Source: an optimization exercise on an open RTL-to-GDS flow (aim: small area). Production flows keep margins and buffers that such runs may drop. At most, simulation tests tie the RTL to the original design; equivalence was not proved. With no activity given, the tool overestimates toggling in this design, so its power and IR-drop figures are unreliable.

==> try-sierra: inputs <==
## fir16_top
module fir16_top (clk, reset, sample_in, y_out);
    input clk;
    input reset;
    input  signed [15:0] sample_in;
    output signed [35:0] y_out;
    reg [15:0] tap0;
    reg [15:0] tap1;
    reg [15:0] tap2;
    reg [15:0] tap3;
    reg [15:0] tap4;
    reg [15:0] tap5;
    reg [15:0] tap6;
    reg [15:0] tap7;
    reg [15:0] tap8;
    reg [15:0] tap9;
    reg [15:0] tap10;
    reg [15:0] tap11;
    reg [15:0] tap12;
    reg [15:0] tap13;
    reg [15:0] tap14;
    reg [15:0] tap15;
    reg [15:0] tap16;
    always @(posedge clk) begin
        tap1 <= tap0;
        tap3 <= tap2;
        tap5 <= tap4;
        tap7 <= tap6;
        tap9 <= tap8;
        tap11 <= tap10;
        tap13 <= tap12;
        tap15 <= tap14;
    end
    always @(posedge clk) begin
        if (reset) begin
            tap0 <= 16'h0000;
            tap2 <= 16'h0000;
            tap4 <= 16'h0000;
            tap6 <= 16'h0000;
            tap8 <= 16'h0000;
            tap10 <= 16'h0000;
            tap12 <= 16'h0000;
            tap14 <= 16'h0000;
            tap16 <= 16'h0000;
        end else begin
            tap0 <= sample_in;
            tap2 <= tap1;
            tap4 <= tap3;
            tap6 <= tap5;
            tap8 <= tap7;
            tap10 <= tap9;
            tap12 <= tap11;
            tap14 <= tap13;
            tap16 <= tap15;
        end
    end
    wire n1, n2, n3, n4, n5, n6, n7, n8, n9, n10, n11, n12, n13, n14, n15, n16;
    wire n17, n18, n19, n20, n21, n22, n23, n24, n25, n26, n27, n28, n29, n30, n31, n32;
    wire n33, n34, n35, n36, n37, n38, n39, n40, n41, n42, n43, n44, n45, n46, n47, n48;
  ...
clock: 8.0 ns
lec_check: 0
cap_margin: 20
core_margin: 2
core_utilization: 55
cts_buf_list: sky130_fd_sc_hd__clkbuf_8
cts_cluster_diameter: 80
cts_cluster_size: 16
slew_margin: 20
synth_hierarchical: 1
synth_minimum_keep_size: 0
run.sh (not shown) runs the stock make flow with config.mk's settings and CLKGATE_MAP_FILE= SYNTH_SCRIPT=/design/flow/synth_recipe.tcl, a recipe that flattens the netlist after the stock synthesis.
==> try-garnet (differences from try-sierra) <==
Settings changed: CORE_UTILIZATION 55 to 40.
==> try-onyx (differences from try-sierra) <==
Settings changed: CORE_UTILIZATION 55 to 70.
==> notes.md <==
PwrDens: try-onyx 282 mW/mm²; try-garnet 279 mW/mm²; try-sierra 279 mW/mm²
Maximum number of pins on one net before global-route repair: try-onyx 102; try-garnet 103; try-sierra 120
Proportion of layout cells with a drive suffix above 1: try-onyx 0.0357; try-garnet 0.0470; try-sierra 0.0396
Routed via count divided by cell count: try-onyx 5.20; try-garnet 4.42; try-sierra 4.78
Status: try-onyx timing/DRC/antenna clean; try-garnet timing/DRC/antenna clean; try-sierra timing/DRC/antenna clean
GR Util met2: try-onyx 0.464; try-garnet 0.258; try-sierra 0.292
Count of clock buffers in the final design: try-onyx 25; try-garnet 30; try-sierra 25
Starting Density: try-onyx 0.708; try-garnet 0.405; try-sierra 0.561
Sequential cell fraction of total power: try-onyx 0.314; try-garnet 0.309; try-sierra 0.314
Post-Place Cells: try-onyx 1588; try-garnet 1857; try-sierra 1699
Final WL: try-onyx 34.0 mm; try-garnet 35.9 mm; try-sierra 35.4 mm
Reg-to-reg setup timing slack: try-onyx 0.21 ns; try-garnet 0.23 ns; try-sierra 0.19 ns
Hold Crit Start: try-onyx tap0[8]$_SDFF_PP0_; try-garnet tap0[10]$_SDFF_PP0_; try-sierra tap0[13]$_SDFF_PP0_
Maximum clock skew at final layout: try-onyx 0.0252 ns; try-garnet 0.0296 ns; try-sierra 0.0153 ns
Area grow syn2layout: try-onyx 6.30%; try-garnet 9.01%; try-sierra 7.22%
Busiest layer in global routing: try-onyx met2; try-garnet met2; try-sierra met1
Largest voltage drop on the vdd net: try-onyx 0.000549 V; try-garnet 0.000314 V; try-sierra 0.000274 V
Final cell count without fillers: try-onyx 1622; try-garnet 1898; try-sierra 1731
Worst-Margin Slew: try-onyx 0.829 ns; try-garnet 0.878 ns; try-sierra 0.871 ns
End point of the worst hold path: try-onyx tap1[8]$_DFF_P_; try-garnet tap1[10]$_DFF_P_; try-sierra tap1[13]$_DFF_P_
Filler cell count in the final layout: try-onyx 1649; try-garnet 4113; try-sierra 2616
Total buffers and inverters traversed by the critical path: try-onyx 2; try-garnet 2; try-sierra 1
No functional check of the RTL was part of any run of this note.


==> 08-22: inputs <==
fir16_top, a different RTL version from the one above (not shown whole).
export LEC_CHECK = 0
export CAP_MARGIN = 20
export CORE_MARGIN = 2
export CORE_UTILIZATION = 70
export CTS_BUF_LIST = sky130_fd_sc_hd__clkbuf_2 sky130_fd_sc_hd__clkbuf_4 sky130_fd_sc_hd__clkbuf_8
export CTS_CLUSTER_DIAMETER = 80
export CTS_CLUSTER_SIZE = 16
export SLEW_MARGIN = 20
export SYNTH_HIERARCHICAL = 1
export SYNTH_MINIMUM_KEEP_SIZE = 0
create_clock -name core_clock -period 8.0 [get_ports {clk}]
standard.sh (not shown) runs the stock make flow with config.mk's settings and CLKGATE_MAP_FILE= SYNTH_SCRIPT=/design/flow/synth_recipe.tcl, a recipe that flattens the netlist after the stock synthesis.
==> flow/flow/run.sh <==
#!/bin/bash
# Standard layout; only the port buffers are the smallest buffer cell.
set -euo pipefail
bash standard.sh 'BUFFER_PORTS_ARGS=-buffer_cell sky130_fd_sc_hd__buf_1' finish > standard_flow.log 2>&1
==> 01-16 (differences from 08-22) <==
Settings changed: CORE_UTILIZATION 70 to 60, CTS_BUF_LIST sky130_fd_sc_hd__clkbuf_2 sky130_fd_sc_hd__clkbuf_4 sky130_fd_sc_hd__clkbuf_8 to sky130_fd_sc_hd__clkbuf_8.
==> notes <==
- In flip-flop and latch count, 08-22 and 01-16 do not differ.
- Against 08-22, the critical path depth of 01-16 is lower by 1.
- Of 08-22 and 01-16, 01-16 has the higher hold slack (gap 0.0043 ns).
- In 01-16 the non-clock buffer count is lower than in 08-22, by 3.
- Of 01-16 and 08-22, 01-16 has the higher die area (gap 16%, measured against 08-22).
- Against 01-16, the final cell count of 08-22 is smaller by 4.0%.
- In 08-22 the clock-buffer cell count is higher than in 01-16, by 13.
- In synthesized area, 08-22 and 01-16 do not differ.
- Between 08-22 and 01-16, the lower worst setup slack is in 01-16 (gap 0.012 ns).


==> inputs of run Z <==
Another version of the RTL of fir16_top (not shown whole).
Settings: LEC_CHECK=0, CAP_MARGIN=20, CORE_MARGIN=2, CORE_UTILIZATION=40, CTS_BUF_LIST=sky130_fd_sc_hd__clkbuf_4 sky130_fd_sc_hd__clkbuf_8, CTS_CLUSTER_DIAMETER=60, CTS_CLUSTER_SIZE=12, SLEW_MARGIN=20, SYNTH_HIERARCHICAL=1, SYNTH_MINIMUM_KEEP_SIZE=0; clock period 8.0 ns.
run.sh (not shown) runs the stock make flow with config.mk's settings and CLKGATE_MAP_FILE= SYNTH_SCRIPT=/design/flow/synth_recipe.tcl, a recipe that flattens the netlist after the stock synthesis.
Stock flow here: none of the scripts above is used.
==> run X (differences from run Z) <==
- CTS_BUF_LIST: sky130_fd_sc_hd__clkbuf_4 sky130_fd_sc_hd__clkbuf_8 -> sky130_fd_sc_hd__clkbuf_8
- CTS_CLUSTER_DIAMETER: 60 -> 80
- CTS_CLUSTER_SIZE: 12 -> 16
==> qor summary <==
| metric | run X | run Z |
|---|---|---|
| Share of cell area taken by multi-input logic gates | 0.616 | 0.610 |
| Clock network fraction of total power | 0.235 | 0.284 |
| Period utilisation layout | 0.960 | 0.964 |
| Violation count after the first detailed-route iteration | 428 | 416 |
| Final-stage net count | 2,118 | 2,129 |
| Worst Hold End | tap1[7] | tap1[15] |
| Sequential share of power | 0.436 | 0.408 |
| Outcome | timing/DRC/antenna clean | timing/DRC/antenna clean |
| Number of global-route vias before repair | 11,969 | 12,077 |
| Final non-filler cell total | 2,177 | 2,197 |
| Data arrival time of the worst path | 6.08 ns | 6.11 ns |
| H-tree lvl count | 1 | 2 |
| Number of buffers added by the clock tree synthesis step | 26 | 37 |


==> inputs of tundra <==
fir16_top, a different RTL version from the one above (not shown whole).
clock: 8.0 ns
lec_check: 0
cap_margin: 20
core_margin: 2
core_utilization: 70
cts_buf_list: sky130_fd_sc_hd__clkbuf_8
cts_cluster_diameter: 70
cts_cluster_size: 18
slew_margin: 20
synth_hierarchical: 1
synth_minimum_keep_size: 0
standard.sh (not shown) runs the stock make flow with config.mk's settings and CLKGATE_MAP_FILE= SYNTH_SCRIPT=/design/flow/synth_recipe.tcl, a recipe that flattens the netlist after the stock synthesis.
Scripts as last shown in full above: flow/flow/run.sh
==> inputs of willow, as changes to tundra <==
--- a/flow/design.v
+++ b/flow/design.v
@@ -17,45 +17,42 @@
     reg [15:0] tap11;
     reg [15:0] tap12;
     reg [15:0] tap13;
     reg [15:0] tap14;
     reg [15:0] tap15;
     reg [15:0] tap16;
     always @(posedge clk) begin
         tap1 <= tap0;
-        tap3 <= tap2;
+        tap2 <= tap1;
+        tap4 <= tap3;
         tap5 <= tap4;
         tap7 <= tap6;
-        tap9 <= tap8;
+        tap8 <= tap7;
+        tap10 <= tap9;
         tap11 <= tap10;
         tap13 <= tap12;
-        tap15 <= tap14;
+        tap14 <= tap13;
+        tap16 <= tap15;
     end
     always @(posedge clk or posedge reset) begin
         if (reset) begin
             tap0 <= 16'h0000;
-            tap2 <= 16'h0000;
-            tap4 <= 16'h0000;
+            tap3 <= 16'h0000;
             tap6 <= 16'h0000;
-            tap8 <= 16'h0000;
-            tap10 <= 16'h0000;
+            tap9 <= 16'h0000;
             tap12 <= 16'h0000;
-            tap14 <= 16'h0000;
-            tap16 <= 16'h0000;
+            tap15 <= 16'h0000;
         end else begin
             tap0 <= sample_in;
-            tap2 <= tap1;
-            tap4 <= tap3;
+            tap3 <= tap2;
             tap6 <= tap5;
-            tap8 <= tap7;
-            tap10 <= tap9;
+            tap9 <= tap8;
             tap12 <= tap11;
-            tap14 <= tap13;
-            tap16 <= tap15;
+            tap15 <= tap14;
         end
     end
     wire n1, n2, n3, n4, n5, n6, n7, n8, n9, n10, n11, n12, n13, n14, n15, n16;
     wire n17, n18, n19, n20, n21, n22, n23, n24, n25, n26, n27, n28, n29, n30, n31, n32;
     wire n33, n34, n35, n36, n37, n38, n39, n40, n41, n42, n43, n44, n45, n46, n47, n48;
     wire n49, n50, n51, n52, n53, n54, n55, n56, n57, n58, n59, n60, n61, n62, n63, n64;
     wire n65, n66, n67, n68, n69, n70, n71, n72, n73, n74, n75, n76, n77, n78, n79, n80;
     wire n81, n82, n83, n84, n85, n86, n87, n88, n89, n90, n91, n92, n93, n94, n95, n96;
@@ -697,31 +694,31 @@
     fir16_ha un1040 (.a(r_n983), .b(n1039), .s(n1040), .co(n1041));
     fir16_fa un1042 (.a(r_n984), .b(~r_n997), .c(n1041), .s(n1042), .co(n1043));
     fir16_ha un1044 (.a(~r_n1007), .b(n1043), .s(n1044), .co(n1045));
     fir16_ha un1046 (.a(~r_n1015), .b(n1045), .s(n1046), .co(n1047));
     fir16_fa un1048 (.a(r_n1016), .b(r_n1019), .c(~n1047), .s(n1048), .co(n1049));
     fir16_fa un1050 (.a(r_n1018), .b(r_n1020), .c(n1049), .s(n1050), .co(n1051));
     assign n1052 = r_n1021 ^ n1051;
     assign n1053 = ~(r_n1021 | n1051);
-    wire [28:0] y = {n1052, ~n1050, ~n1048, n1046, n1044, n1042, n1040, n1038, n1036, n1034, n1032, n1030, n1028, n1026, n1024, n1022, ~r_n669, ~r_n631, ~r_n595, ~r_n559, ~r_n527, ~r_n499, ~r_n475, ~r_n455, ~r_n437, ~r_n423, ~r_n411, r_n403, ~r_n33};
+    wire [28:0] y = {n1052, ~n1050, ~n1048, n1046, n1044, n1042, n1040, n1038, n1036, n1034, n1032, n1030, n1028, n1026, n1024, n1022, ~r_n669, r_n631, r_n595, r_n559, r_n527, r_n499, r_n475, r_n455, r_n437, r_n423, r_n411, r_n403, r_n33};
     always @(posedge clk) begin
         if (reset) begin
-            r_n33 <= 1'b1;
+            r_n33 <= 1'b0;
             r_n403 <= 1'b0;
-            r_n411 <= 1'b1;
-            r_n423 <= 1'b1;
-            r_n437 <= 1'b1;
-            r_n455 <= 1'b1;
-            r_n475 <= 1'b1;
-            r_n499 <= 1'b1;
-            r_n527 <= 1'b1;
-            r_n559 <= 1'b1;
-            r_n595 <= 1'b1;
-            r_n631 <= 1'b1;
+            r_n411 <= 1'b0;
+            r_n423 <= 1'b0;
+            r_n437 <= 1'b0;
+            r_n455 <= 1'b0;
+            r_n475 <= 1'b0;
+            r_n499 <= 1'b0;
+            r_n527 <= 1'b0;
+            r_n559 <= 1'b0;
+            r_n595 <= 1'b0;
+            r_n631 <= 1'b0;
             r_n669 <= 1'b1;
             r_n670 <= 1'b1;
             r_n707 <= 1'b0;
             r_n747 <= 1'b0;
             r_n785 <= 1'b0;
             r_n786 <= 1'b0;
             r_n821 <= 1'b0;
             r_n822 <= 1'b0;
@@ -738,28 +735,28 @@
             r_n1007 <= 1'b1;
             r_n1015 <= 1'b1;
             r_n1016 <= 1'b1;
             r_n1019 <= 1'b1;
             r_n1018 <= 1'b1;
             r_n1020 <= 1'b1;
             r_n1021 <= 1'b1;
         end else begin
-            r_n33 <= ~n33;
+            r_n33 <= n33;
             r_n403 <= ~n403;
-            r_n411 <= ~n411;
-            r_n423 <= ~n423;
-            r_n437 <= ~n437;
-            r_n455 <= ~n455;
-            r_n475 <= ~n475;
-            r_n499 <= ~n499;
-            r_n527 <= ~n527;
-            r_n559 <= ~n559;
-            r_n595 <= ~n595;
-            r_n631 <= ~n631;
+            r_n411 <= n411;
+            r_n423 <= n423;
+            r_n437 <= n437;
+            r_n455 <= n455;
+            r_n475 <= n475;
+            r_n499 <= n499;
+            r_n527 <= n527;
+            r_n559 <= n559;
+            r_n595 <= n595;
+            r_n631 <= n631;
             r_n669 <= ~n669;
             r_n670 <= ~n670;
             r_n707 <= ~n707;
             r_n747 <= ~n747;
             r_n785 <= ~n785;
             r_n786 <= ~n786;
             r_n821 <= ~n821;
             r_n822 <= ~n822;
==> flow/config.mk (replaced) <==
export PLATFORM = sky130hd
export DESIGN_NAME = fir16_top
export DESIGN_NICKNAME = fir16_top
export VERILOG_FILES = /design/flow/design.v
export SDC_FILE = /design/flow/constraint.sdc
export NUM_CORES = 4
export LEC_CHECK = 0
export ABC_AREA = 1
export CAP_MARGIN = 20
export CORE_MARGIN = 2
export CORE_UTILIZATION = 70
export CTS_BUF_LIST = sky130_fd_sc_hd__clkbuf_8
export CTS_CLUSTER_DIAMETER = 80
export CTS_CLUSTER_SIZE = 16
export SLEW_MARGIN = 20
export SYNTH_HIERARCHICAL = 1
export SYNTH_MINIMUM_KEEP_SIZE = 0
==> summary of the runs <==
Between willow and tundra, the lower non-clock buffer count is in willow (gap 10). In flip-flop and latch count, willow and tundra do not differ. In tundra the combinational power is larger than in willow, by 8.2%. Between willow and tundra, the lower die area is in willow (gap about 1.7%, measured against tundra). Via count: tundra is larger than willow (about 1.8%). In tundra the cell area is larger than in willow, by 2.9%. Clock power is about the same in willow and tundra. willow went through all stages and came out clean. tundra completed with no timing, DRC or antenna violations. In willow the clock-buffer cell count is higher than in tundra, by 2.

port drivers added, routing unchanged:
Ports are ideal in the flow. The routed layouts listed here were re-timed in OpenROAD.
Step 1 sets driving cells, clkbuf_16 on the clock port and buf_2 on the other inputs (assumed; they add their load-dependent delay and slew).
Step 2 also shifts input and output timing later by t, the mid clock arrival at the registers, as if the neighbouring blocks saw the same clock.
Slacks: ideal / step 1 / step 2; pairs: ideal / step 1.
| run | t, ns | slack for setup (ns) | worst setup path after step 2 |
|---|---|---|---|
| try-sierra | 0.635 | 0.188 / 0.188 / 0.188 | register to register |
| try-garnet | 0.671 | 0.230 / 0.230 / 0.230 | register to register |
| try-onyx | 0.615 | 0.208 / 0.208 / 0.208 | register to register |
| 08-22 | 0.596 | 0.200 / 0.201 / 0.201 | register to register |
| 01-16 | 0.612 | 0.189 / 0.189 / 0.189 | register to register |
| run Z | 0.615 | 0.286 / 0.235 / 0.579 | register to register |
| run X | 0.667 | 0.317 / 0.264 / 0.564 | register to register |
| tundra | 0.598 | 0.188 / 0.188 / 0.188 | register to register |
| willow | 0.605 | 0.224 / 0.224 / 0.224 | register to register |
After both steps every run listed still meets setup and hold.
